From an optimization exercise on the open Yosys and OpenROAD flow, aimed at small area, a short achievable clock period and few clock cycles per item; shortcuts taken in it are not production practice.
The RTL was checked by simulation tests, not by an equivalence proof against the original design.

Design MCH, start of the top module:
module MCH (
    input               clk,
    input               reset,
    input       [ 7:0]  X,
    input       [ 7:0]  Y,
    output              Done,
    output      [16:0]  area
);
localparam N = 20;
localparam S_READ = 2'd0, S_WAIT = 2'd1, S_SCAN = 2'd2, S_DONE = 2'd3;
reg  [1:0] state;
reg  [4:0] icnt;
reg  [2:0] scnt;      
reg        ph;        
reg  [7:0] px, py;
reg        pv;
reg  [7:0] ex [0:N-1];
reg  [7:0] ey [0:N-1];
reg  [N-1:0] val, nNE, nNW, nSE, nSW;
function [1:0] cmp8;   
    input [7:0] a, b;
    integer k;
    reg l, e;
    begin
        l = 1'b0; e = 1'b1;
        for (k = 7; k >= 0; k = k - 1) begin
            l = l | (e & ~a[k] & b[k]);
            e = e & ~(a[k] ^ b[k]);
        end
        cmp8 = {l, e};
    end
endfunction
wire [N-1:0] lt_x, eq_x, lt_y, eq_y;
genvar g;
generate for (g = 0; g < N; g = g + 1) begin : cmp
    assign {lt_x[g], eq_x[g]} = cmp8(ex[g], px);
    assign {lt_y[g], eq_y[g]} = cmp8(ey[g], py);
end endgenerate
wire [N-1:0] le_x = lt_x | eq_x;
wire [N-1:0] le_y = lt_y | eq_y;
wire [N-1:0] eq_p = eq_x & eq_y;
wire dNE_p = |(val & ~lt_x & ~lt_y);
wire dNW_p = |(val &  le_x & ~lt_y);
wire dSE_p = |(val & ~lt_x &  le_y);
wire dSW_p = |(val &  le_x &  le_y);
wire [N-1:0] upd = {N{pv}} & ~eq_p;
wire [N-1:0] fNE = nNE & ~(upd &  le_x &  le_y);
wire [N-1:0] fNW = nNW & ~(upd & ~lt_x &  le_y);
wire [N-1:0] fSE = nSE & ~(upd &  le_x & ~lt_y);
wire [N-1:0] fSW = nSW & ~(upd & ~lt_x & ~lt_y);
wire [N-1:0] kl = val & (lt_x | (eq_x & lt_y));
wire ins = pv;
integer i;
always @(posedge clk) begin
    px <= X;
    py <= Y;
    if (state == S_READ && icnt == 5'd0) begin
        val <= {N{1'b0}};
    end else if (ins) begin
        for (i = 0; i < N; i = i + 1) begin
            if (kl[i]) begin
                nNE[i] <= fNE[i]; nNW[i] <= fNW[i]; nSE[i] <= fSE[i]; nSW[i] <= fSW[i];
            end else if (i == 0 || kl[i-1]) begin
                ex[i] <= px; ey[i] <= py; val[i] <= 1'b1;
                nNE[i] <= ~dNE_p; nNW[i] <= ~dNW_p; nSE[i] <= ~dSE_p; nSW[i] <= ~dSW_p;
            end else begin
                ex[i] <= ex[i-1]; ey[i] <= ey[i-1]; val[i] <= val[i-1];
  ...
Size in the first run: about 6600 cells after synthesis, about 980 flip-flops, roughly 63000 um^2 of cells after synthesis.
==> flow/config.mk <==
export PLATFORM = sky130hd
export DESIGN_NAME = MCH
export DESIGN_NICKNAME = MCH
export VERILOG_FILES = /design/flow/design.v
export SDC_FILE = /design/flow/constraint.sdc
export NUM_CORES = 8
export LEC_CHECK = 0
export CAP_MARGIN = 20
export CORE_MARGIN = 2
export CORE_UTILIZATION = 35
export CTS_CLUSTER_DIAMETER = 100
export CTS_CLUSTER_SIZE = 20
export PLACE_DENSITY = 0.68
export SLEW_MARGIN = 20
==> flow/constraint.sdc <==
create_clock -name core_clock -period 13.0 [get_ports {clk}]
set_input_delay 2.6000 -clock core_clock [delete_from_list [all_inputs] [get_ports {clk}]]
set_output_delay 2.6000 -clock core_clock [all_outputs]
set_load 0.01 [all_outputs]
standard.sh (not shown) runs the stock make flow with config.mk's settings and CLKGATE_MAP_FILE= SYNTH_SCRIPT=/design/flow/synth_recipe.tcl, a recipe that flattens the netlist after the stock synthesis.
==> flow/flow/run.sh <==
#!/bin/bash
# Layout flow: the standard flow (standard synthesis, floorplan, placement,
# CTS, routing) unchanged, except that ORFS's timing repair (after CTS and after
# global routing) is asked to leave 9 ns of setup slack instead of 0, so that it
# also speeds up paths that already meet the 13 ns clock. The clock, the I/O
# constraints and everything else are the design's.
set -uo pipefail
cp standard.sh standard_sh.copy.log
export SETUP_SLACK_MARGIN=9
bash standard.sh > standard.log 2>&1
The starting point passed the timing, DRC and antenna checks.
Testbench counts at the start, summed over its fixed seeds: cycles 15,977, hulls 384.
Rerun with:
==> flow/flow/run.sh (replaced) <==
#!/bin/bash
# Layout flow: the standard flow (standard synthesis, floorplan, placement,
# CTS, routing) unchanged, except that ORFS's timing repair (after CTS and after
# global routing) is asked to leave 9.4 ns of setup slack instead of 0, so that it
# also speeds up paths that already meet the 13 ns clock. The clock, the I/O
# constraints and everything else are the design's.
set -uo pipefail
cp standard.sh standard_sh.copy.log
export SETUP_SLACK_MARGIN=9.4
bash standard.sh > standard.log 2>&1
Settings changed: ABC_AREA set to 1, PLACE_DENSITY 0.68 to 0.55.
After rerunning:
- final area rose by 4.9%
- cell count grows by 23%
- maximum frequency went up by 5.6%
- worst hold slack got worse by 21 ps
Rerun with:
==> flow/flow/run.sh (replaced) <==
#!/bin/bash
# Layout flow: the standard flow (standard synthesis, floorplan, placement,
# CTS, routing) unchanged, except that ORFS's timing repair (after CTS and after
# global routing) is asked to leave 9.6 ns of setup slack instead of 0, so that it
# also speeds up paths that already meet the 13 ns clock. The clock, the I/O
# constraints and everything else are the design's.
set -uo pipefail
cp standard.sh standard_sh.copy.log
export SETUP_SLACK_MARGIN=9.6
bash standard.sh > standard.log 2>&1
=> Die area stays the same; utilization increases by 1.4 points; wire length increases by 3.2%; final area increases by 3.4%; sequential share of layout area decreases by 1.1 points; critical path depth stays the same.
Rerun with:
==> flow/flow/run.sh (replaced) <==
#!/bin/bash
# Layout flow: the standard flow (standard synthesis, floorplan, placement,
# CTS, routing) unchanged, except that ORFS's timing repair (after CTS and after
# global routing) is asked to leave 9.3 ns of setup slack instead of 0, so that it
# also speeds up paths that already meet the 13 ns clock. The clock, the I/O
# constraints and everything else are the design's.
set -uo pipefail
cp standard.sh standard_sh.copy.log
export SETUP_SLACK_MARGIN=9.3
bash standard.sh > standard.log 2>&1
Settings changed: ABC_AREA 1 to not set.
After rerunning: Via count came out lower by 12%. Clock skew rose by 47 ps. Die area shrinks by 2.5%. Design area drops by 3.4%.

---

MCH again, from the RTL that the note above started with.
Design MCH, start of the top module:
module MCH (
    input               clk,
    input               reset,
    input       [ 7:0]  X,
    input       [ 7:0]  Y,
    output              Done,
    output      [16:0]  area
);
clock: 13.0 ns
lec_check: 0
cap_margin: 20
core_margin: 2
core_utilization: 35
cts_cluster_diameter: 100
cts_cluster_size: 15
place_density: 0.55
slew_margin: 20
==> flow/flow/run.sh <==
#!/bin/bash
# Layout flow: the standard flow (standard synthesis, floorplan, placement,
# CTS, routing) unchanged, except that ORFS's timing repair (after CTS and after
# global routing) is asked to leave 9 ns of setup slack instead of 0, so that it
# also speeds up paths that already meet the 13 ns clock. The clock, the I/O
# constraints and everything else are the design's.
set -uo pipefail
cp standard.sh standard_sh.copy.log
export SETUP_SLACK_MARGIN=9
bash standard.sh > standard.log 2>&1
Testbench counts at the start, summed over its fixed seeds: cycles 15,977, hulls 384.
Edit:
==> flow/flow/run.sh (replaced) <==
#!/bin/bash
# Layout flow: the standard flow (standard synthesis, floorplan, placement,
# CTS, routing) unchanged, except that ORFS's timing repair (after CTS and after
# global routing) is asked to leave 9.3 ns of setup slack instead of 0, so that it
# also speeds up paths that already meet the 13 ns clock. The clock, the I/O
# constraints and everything else are the design's.
set -uo pipefail
cp standard.sh standard_sh.copy.log
export SETUP_SLACK_MARGIN=9.3
bash standard.sh > standard.log 2>&1
- ABC_AREA: unset -> 1
- CTS_CLUSTER_SIZE: 15 -> 20
- PLACE_DENSITY_LB_ADDON: unset -> 0.05
Effect: Synthesized area grows by a few percent. First-iteration DRC count shrinks by roughly a tenth. Final area is higher slightly. Setup slack gains 260 ps.
Edit:
==> flow/run.sh (new file) <==
#!/bin/bash
# synth_recipe.tcl (not shown) runs the flow's synth.tcl, then flattens the netlist and writes it again
# the make line also repeats each setting of config.mk as NAME=value (left out here)
make -C /OpenROAD-flow-scripts/flow DESIGN_CONFIG=/design/flow/config.mk WORK_HOME=/design/flow/orfs CLKGATE_MAP_FILE= SYNTH_SCRIPT=/design/flow/synth_recipe.tcl finish
- ABC_AREA: 1 -> unset
- CORE_UTILIZATION: 35 -> 25
- PLACE_DENSITY: 0.55 -> 0.45
- PLACE_DENSITY_LB_ADDON: 0.05 -> unset
removed: flow/flow/run.sh
removed: flow/standard.sh
The changed run ran to the end with no violations.
Global-route usage fell by 9.9 points.
Synthesized area is lower by about 2.5%.
Cell area drops by 5.3%.
Worst setup slack gets worse by 1700 ps.
Edit:
==> flow/flow/run.sh (new file) <==
#!/bin/bash
# Layout flow: the standard flow (standard synthesis, floorplan, placement,
# CTS, routing) unchanged, except that ORFS's timing repair (after CTS and after
# global routing) is asked to leave 8.75 ns of setup slack instead of 0, so that it
# also speeds up paths that already meet the 13 ns clock. The clock, the I/O
# constraints and everything else are the design's.
set -uo pipefail
cp standard.sh standard_sh.copy.log
export SETUP_SLACK_MARGIN=8.75
bash standard.sh > standard.log 2>&1
==> flow/standard.sh (new file) <==
#!/bin/bash
# synth_recipe.tcl (not shown) runs the flow's synth.tcl, then flattens the netlist and writes it again
# the make line also repeats each setting of config.mk as NAME=value (left out here)
make -C /OpenROAD-flow-scripts/flow DESIGN_CONFIG=/design/flow/config.mk WORK_HOME=/design/flow/orfs CLKGATE_MAP_FILE= SYNTH_SCRIPT=/design/flow/synth_recipe.tcl "${@:-finish}"
- CORE_UTILIZATION: 25 -> 35
- CTS_CLUSTER_DIAMETER: 100 -> unset
- CTS_CLUSTER_SIZE: 20 -> unset
- PLACE_DENSITY: 0.45 -> 0.55
removed: flow/run.sh
=>
- The changed run produced a clean layout
- utilization rises by 12 points
- routed wire length falls by 0.75%
- die area falls by 28%
- cell count falls by 8.3%
- via count rises by 3.9%

---

MCH again, from the RTL that the note above started with.
export LEC_CHECK = 0
export CAP_MARGIN = 20
export CORE_MARGIN = 2
export CORE_UTILIZATION = 35
export PLACE_DENSITY = 0.55
export SLEW_MARGIN = 20
create_clock -name core_clock -period 13.0 [get_ports {clk}]
==> flow/flow/run.sh <==
#!/bin/bash
# Layout flow: the standard flow (standard synthesis, floorplan, placement,
# CTS, routing) unchanged, except that ORFS's timing repair (after CTS and after
# global routing) is asked to leave 9 ns of setup slack instead of 0, so that it
# also speeds up paths that already meet the 13 ns clock. The clock, the I/O
# constraints and everything else are the design's.
set -uo pipefail
cp standard.sh standard_sh.copy.log
export SETUP_SLACK_MARGIN=9
bash standard.sh > standard.log 2>&1
The first run finished clean.
Testbench counts at the start, summed over its fixed seeds: cycles 15,977, hulls 384.
Then changed:
==> flow/flow/run.sh (replaced) <==
#!/bin/bash
# Layout flow: the standard flow (standard synthesis, floorplan, placement,
# CTS, routing) unchanged, except that ORFS's timing repair (after CTS and after
# global routing) is asked to leave 9.3 ns of setup slack instead of 0, so that it
# also speeds up paths that already meet the 13 ns clock. The clock, the I/O
# constraints and everything else are the design's.
set -uo pipefail
cp standard.sh standard_sh.copy.log
export SETUP_SLACK_MARGIN=9.3
bash standard.sh > standard.log 2>&1
--- a/flow/config.mk
+++ b/flow/config.mk
@@ -7,2 +7,3 @@
 export LEC_CHECK = 0
+export ABC_AREA = 1
 export CAP_MARGIN = 20
@@ -10,3 +11,6 @@
 export CORE_UTILIZATION = 35
+export CTS_CLUSTER_DIAMETER = 100
+export CTS_CLUSTER_SIZE = 20
 export PLACE_DENSITY = 0.55
 export SLEW_MARGIN = 20
+export TNS_END_PERCENT = 50
Synthesized cell count goes up by 28%.
Die area went up by 2.5%.
Hold slack improved by 0.014 ns.
First-iteration DRC count increases by 5.6%.
Non-clock buffer count goes up by 26.
Core utilization decreases by 1.2 points.
Then changed:
==> flow/run.sh (new file) <==
#!/bin/bash
# synth_recipe.tcl (not shown) runs the flow's synth.tcl, then flattens the netlist and writes it again
# the make line also repeats each setting of config.mk as NAME=value (left out here)
make -C /OpenROAD-flow-scripts/flow DESIGN_CONFIG=/design/flow/config.mk WORK_HOME=/design/flow/orfs CLKGATE_MAP_FILE= SYNTH_SCRIPT=/design/flow/synth_recipe.tcl finish
--- a/flow/config.mk
+++ b/flow/config.mk
@@ -7,3 +7,2 @@
 export LEC_CHECK = 0
-export ABC_AREA = 1
 export CAP_MARGIN = 20
@@ -15,2 +14 @@
 export SLEW_MARGIN = 20
-export TNS_END_PERCENT = 50
removed: flow/flow/run.sh
removed: flow/standard.sh
What happened:
- die area falls by a few percent
- setup slack gets worse by 1.7 ns
- global-route usage falls by 3.1 points
- cell area falls by a few percent
- critical path depth rises by 18
- worst hold slack gets worse by 0.015 ns
- clock-buffer cell count rises by 2
Then changed:
==> flow/flow/run.sh (new file) <==
#!/bin/bash
# Layout flow: the standard flow (standard synthesis, floorplan, placement,
# CTS, routing) unchanged, except that ORFS's timing repair (after CTS and after
# global routing) is asked to leave 9 ns of setup slack instead of 0, so that it
# also speeds up paths that already meet the 13 ns clock. The clock, the I/O
# constraints and everything else are the design's.
set -uo pipefail
cp standard.sh standard_sh.copy.log
export SETUP_SLACK_MARGIN=9
bash standard.sh > standard.log 2>&1
==> flow/standard.sh (new file) <==
#!/bin/bash
# synth_recipe.tcl (not shown) runs the flow's synth.tcl, then flattens the netlist and writes it again
# the make line also repeats each setting of config.mk as NAME=value (left out here)
make -C /OpenROAD-flow-scripts/flow DESIGN_CONFIG=/design/flow/config.mk WORK_HOME=/design/flow/orfs CLKGATE_MAP_FILE= SYNTH_SCRIPT=/design/flow/synth_recipe.tcl "${@:-finish}"
--- a/flow/config.mk
+++ b/flow/config.mk
@@ -10,3 +10,3 @@
 export CORE_UTILIZATION = 35
-export CTS_CLUSTER_DIAMETER = 100
+export CTS_CLUSTER_DIAMETER = 150
 export CTS_CLUSTER_SIZE = 20
removed: flow/run.sh
Core utilization climbs by 1.7 points.
Final cell count climbs by 1.8%.
Hold slack gains 0.012 ns.
Via count climbs by 4.3%.
Non-clock buffer count climbs by 144.
Die area stays the same.
Then changed:
==> flow/flow/run.sh (replaced) <==
#!/bin/bash
# Layout flow: the standard flow (standard synthesis, floorplan, placement,
# CTS, routing) unchanged, except that ORFS's timing repair (after CTS and after
# global routing) is asked to leave 9.3 ns of setup slack instead of 0, so that it
# also speeds up paths that already meet the 13 ns clock. The clock, the I/O
# constraints and everything else are the design's.
set -uo pipefail
cp standard.sh standard_sh.copy.log
export SETUP_SLACK_MARGIN=9.3
bash standard.sh > standard.log 2>&1
--- a/flow/config.mk
+++ b/flow/config.mk
@@ -7,2 +7,3 @@
 export LEC_CHECK = 0
+export ABC_AREA = 1
 export CAP_MARGIN = 20
@@ -10,4 +11,5 @@
 export CORE_UTILIZATION = 35
-export CTS_CLUSTER_DIAMETER = 150
+export CTS_CLUSTER_DIAMETER = 100
 export CTS_CLUSTER_SIZE = 20
+export GPL_TIMING_DRIVEN = 0
 export PLACE_DENSITY = 0.55
=> Global-route usage went up by 3.8 points; synthesized area went up by 2.6%; core utilization went up by 1.7 points; clock skew went up by 0.014 ns; routed wire length went up by 14%; final area went up by about 7%.

---

build 3:
Starting RTL as in the previous note.
==> flow/config.mk <==
export PLATFORM = sky130hd
export DESIGN_NAME = MCH
export DESIGN_NICKNAME = MCH
export VERILOG_FILES = /design/flow/design.v
export SDC_FILE = /design/flow/constraint.sdc
export NUM_CORES = 8
export LEC_CHECK = 0
export CAP_MARGIN = 20
export CORE_MARGIN = 2
export CORE_UTILIZATION = 30
export PLACE_DENSITY = 0.5
export SLEW_MARGIN = 20
==> flow/constraint.sdc <==
create_clock -name core_clock -period 13.0 [get_ports {clk}]
set_input_delay 2.6000 -clock core_clock [delete_from_list [all_inputs] [get_ports {clk}]]
set_output_delay 2.6000 -clock core_clock [all_outputs]
set_load 0.01 [all_outputs]
==> flow/flow/run.sh <==
#!/bin/bash
# Layout flow: the standard flow (standard synthesis, floorplan, placement,
# CTS, routing) unchanged, except that ORFS's timing repair (after CTS and after
# global routing) is asked to leave 9 ns of setup slack instead of 0, so that it
# also speeds up paths that already meet the 13 ns clock. The clock, the I/O
# constraints and everything else are the design's.
set -uo pipefail
cp standard.sh standard_sh.copy.log
export SETUP_SLACK_MARGIN=9
bash standard.sh > standard.log 2>&1
Testbench counts of build 3, summed over its fixed seeds: cycles 15,977, hulls 384.
Edits applied to the flow inputs when going from build 3 to build 74:
# build 3
export LEC_CHECK = 0
export CAP_MARGIN = 20
export CORE_MARGIN = 2
export CORE_UTILIZATION = 30
export PLACE_DENSITY = 0.5
export SLEW_MARGIN = 20
create_clock -name core_clock -period 13.0 [get_ports {clk}]
# build 74
export LEC_CHECK = 0
export CAP_MARGIN = 20
export CORE_MARGIN = 2
export CORE_UTILIZATION = 35
export CTS_CLUSTER_DIAMETER = 80
export CTS_CLUSTER_SIZE = 25
export PLACE_DENSITY = 0.55
export SLEW_MARGIN = 20
create_clock -name core_clock -period 13.0 [get_ports {clk}]
Notes after the runs:
Comparing build 74 and build 3, global-route wire length before repair is lower on build 74.
Comparing build 74 and build 3, the higher multi-input gate share of the layout cell area was measured on build 74.
Per the comparison of build 74 with build 3, half-perimeter wire length after detailed placement saw a decrease; detail-routed via count per cell went up.
Looking at the reports, build 74 completed the entire flow and the layout it produced met the timing, DRC and antenna checks.
Going from build 3 to build 74, overall fraction of global-route tracks in use went up by 3.0 points; fraction of met3 tracks used by global routing grew by 1.5 points.
What build 28 does differently from build 74 at the input level:
# build 74
export LEC_CHECK = 0
export CAP_MARGIN = 20
export CORE_MARGIN = 2
export CORE_UTILIZATION = 35
export CTS_CLUSTER_DIAMETER = 80
export CTS_CLUSTER_SIZE = 25
export PLACE_DENSITY = 0.55
export SLEW_MARGIN = 20
create_clock -name core_clock -period 13.0 [get_ports {clk}]
# build 28
export LEC_CHECK = 0
export ABC_AREA = 1
export CAP_MARGIN = 20
export CORE_MARGIN = 2
export CORE_UTILIZATION = 35
export CTS_CLUSTER_DIAMETER = 100
export CTS_CLUSTER_SIZE = 20
export PLACE_DENSITY = 0.55
export SLEW_MARGIN = 20
create_clock -name core_clock -period 13.0 [get_ports {clk}]
==> flow/flow/run.sh <==
#!/bin/bash
# Layout flow: the standard flow (standard synthesis, floorplan, placement,
# CTS, routing) unchanged, except that ORFS's timing repair (after CTS and after
# global routing) is asked to leave 9.2 ns of setup slack instead of 0, so that it
# also speeds up paths that already meet the 13 ns clock. The clock, the I/O
# constraints and everything else are the design's.
set -uo pipefail
cp standard.sh standard_sh.copy.log
export SETUP_SLACK_MARGIN=9.2
bash standard.sh > standard.log 2>&1
Findings:
- Comparing routed length on met1 for build 28 and build 74, the smaller number came from build 74.
- Of build 28 and build 74, build 74 shows the lower number of nets in the synthesized netlist, with build 28 above it.
- Build 28 vs. build 74: mux contribution to synthesized area went down by 4.5 points.
- Between build 74 and build 28, utilization decreased.
- Comparing build 28 and build 74, arrival time of data at the critical path endpoint is lower on build 28.
- Build 74 → build 28: fraction of layout cells with a size suffix above 1 went down 4.7 points, maximum fanout encountered on the critical timing path now sits lower.
- The faster design of the two is build 28; build 74 tops out lower.
#### Input delta (build 92 over build 28)
# build 28
export LEC_CHECK = 0
export ABC_AREA = 1
export CAP_MARGIN = 20
export CORE_MARGIN = 2
export CORE_UTILIZATION = 35
export CTS_CLUSTER_DIAMETER = 100
export CTS_CLUSTER_SIZE = 20
export PLACE_DENSITY = 0.55
export SLEW_MARGIN = 20
create_clock -name core_clock -period 13.0 [get_ports {clk}]
# build 92
export LEC_CHECK = 0
export CAP_MARGIN = 20
export CORE_MARGIN = 2
export CORE_UTILIZATION = 35
export CTS_CLUSTER_DIAMETER = 100
export CTS_CLUSTER_SIZE = 20
export PLACE_DENSITY = 0.55
export SLEW_MARGIN = 20
create_clock -name core_clock -period 13.0 [get_ports {clk}]
==> flow/flow/run.sh <==
#!/bin/bash
# Layout flow: the standard flow (standard synthesis, floorplan, placement,
# CTS, routing) unchanged, except that ORFS's timing repair (after CTS and after
# global routing) is asked to leave 8.7 ns of setup slack instead of 0, so that it
# also speeds up paths that already meet the 13 ns clock. The clock, the I/O
# constraints and everything else are the design's.
set -uo pipefail
cp standard.sh standard_sh.copy.log
export SETUP_SLACK_MARGIN=8.7
bash standard.sh > standard.log 2>&1
## What came out
When the final numbers for build 28 and build 92 were put side by side, the per-cell via count in the routed design turned out to be smaller in build 28.
Floorplan die area (build 92 vs. build 28) decreases by a few percent
Side by side, final instance count without filler cells turned out lower in build 92 than in build 28.
Relative to build 28, sequential share of cell area has increased by 1.2 points in build 92.
Diff build 28 -> build 92: worst setup slack fell by 0.51 ns, hold slack -0.022 ns.
--- input diff build 92..build 86 ---
==> flow/flow/run.sh <==
#!/bin/bash
# Layout flow: the standard flow (standard synthesis, floorplan, placement,
# CTS, routing) unchanged, except that ORFS's timing repair (after CTS and after
# global routing) is asked to leave 9 ns of setup slack instead of 0, so that it
# also speeds up paths that already meet the 13 ns clock. The clock, the I/O
# constraints and everything else are the design's.
set -uo pipefail
cp standard.sh standard_sh.copy.log
export SETUP_SLACK_MARGIN=9
bash standard.sh > standard.log 2>&1
==> notes.md <==
Side by side, wire length of the first global-routing pass turned out higher in build 86 than in build 92.
Between build 86 and build 92, final standard cell utilization of the core is lower for build 92, build 86 comes in above that.
Between build 92 and build 86, the post-synthesis cell count figures differ only marginally.
Diff build 86..build 92 | count of sequential standard cells | unchanged
The non-filler instance count after layout in build 86 sits about 0.8% above the value recorded for build 92.
Between build 86 and build 92, pin count of the biggest net entering global routing is lower for build 92, build 86 comes in above that.
The lower register fraction of the total cell area came out of build 86.
Sort build 86 and build 92 by fmax, ascending, and build 92 comes first.

## separate check: timing with driven ports
The results above use ideal ports. As a check the final layouts listed here were re-extracted and re-timed, cells and wires unchanged.
Step 1, drivers: a clkbuf_16 drives clk and a buf_2 each remaining input, both assumed.
Step 2, shift: input delay + t, output delay - t, t = (earliest + latest rising clock arrival at the registers) / 2. This alone moves slack from input paths to output paths.
a / b / c = no drivers / after step 1 / after step 2; a / b = the first two.
run | t, ns | setup slack, ns | worst setup path at the end | worst data-port slew with drivers (ns)
the first run of note 1 | 0.803 | 8.890 / 8.890 / 8.890 | register to register | 0.11
the second run of note 1 | 0.839 | 9.110 / 9.015 / 9.267 | register to register | 0.04
the third run of note 1 | 0.800 | 9.166 / 9.077 / 9.176 | register to register | 0.04
the fourth run of note 1 | 0.830 | 8.825 / 8.825 / 8.825 | register to register | 0.06
the first run of note 2 | 0.806 | 8.873 / 8.873 / 8.873 | register to register | 0.06
the second run of note 2 | 0.846 | 9.136 / 9.047 / 9.246 | register to register | 0.04
the third run of note 2 | 0.818 | 7.422 / 7.422 / 7.422 | register to register | 0.12
the fourth run of note 2 | 0.841 | 8.710 / 8.710 / 8.710 | register to register | 0.06
the first run of note 3 | 0.833 | 8.842 / 8.842 / 8.842 | register to register | 0.07
the second run of note 3 | 0.829 | 9.125 / 9.037 / 9.249 | register to register | 0.04
the third run of note 3 | 0.799 | 7.449 / 7.449 / 7.449 | register to register | 0.07
the fourth run of note 3 | 0.787 | 8.806 / 8.806 / 8.806 | register to register | 0.07
the fifth run of note 3 | 0.835 | 9.055 / 8.965 / 9.128 | register to register | 0.04
build 3 | 0.846 | 8.796 / 8.796 / 8.796 | register to register | 0.07
build 74 | 0.801 | 8.882 / 8.882 / 8.882 | register to register | 0.07
build 28 | 0.814 | 9.164 / 9.075 / 9.180 | register to register | 0.04
build 92 | 0.819 | 8.657 / 8.657 / 8.657 | register to register | 0.05
build 86 | 0.805 | 8.943 / 8.943 / 8.943 | register to register | 0.07
After both steps every run listed still meets setup and hold.
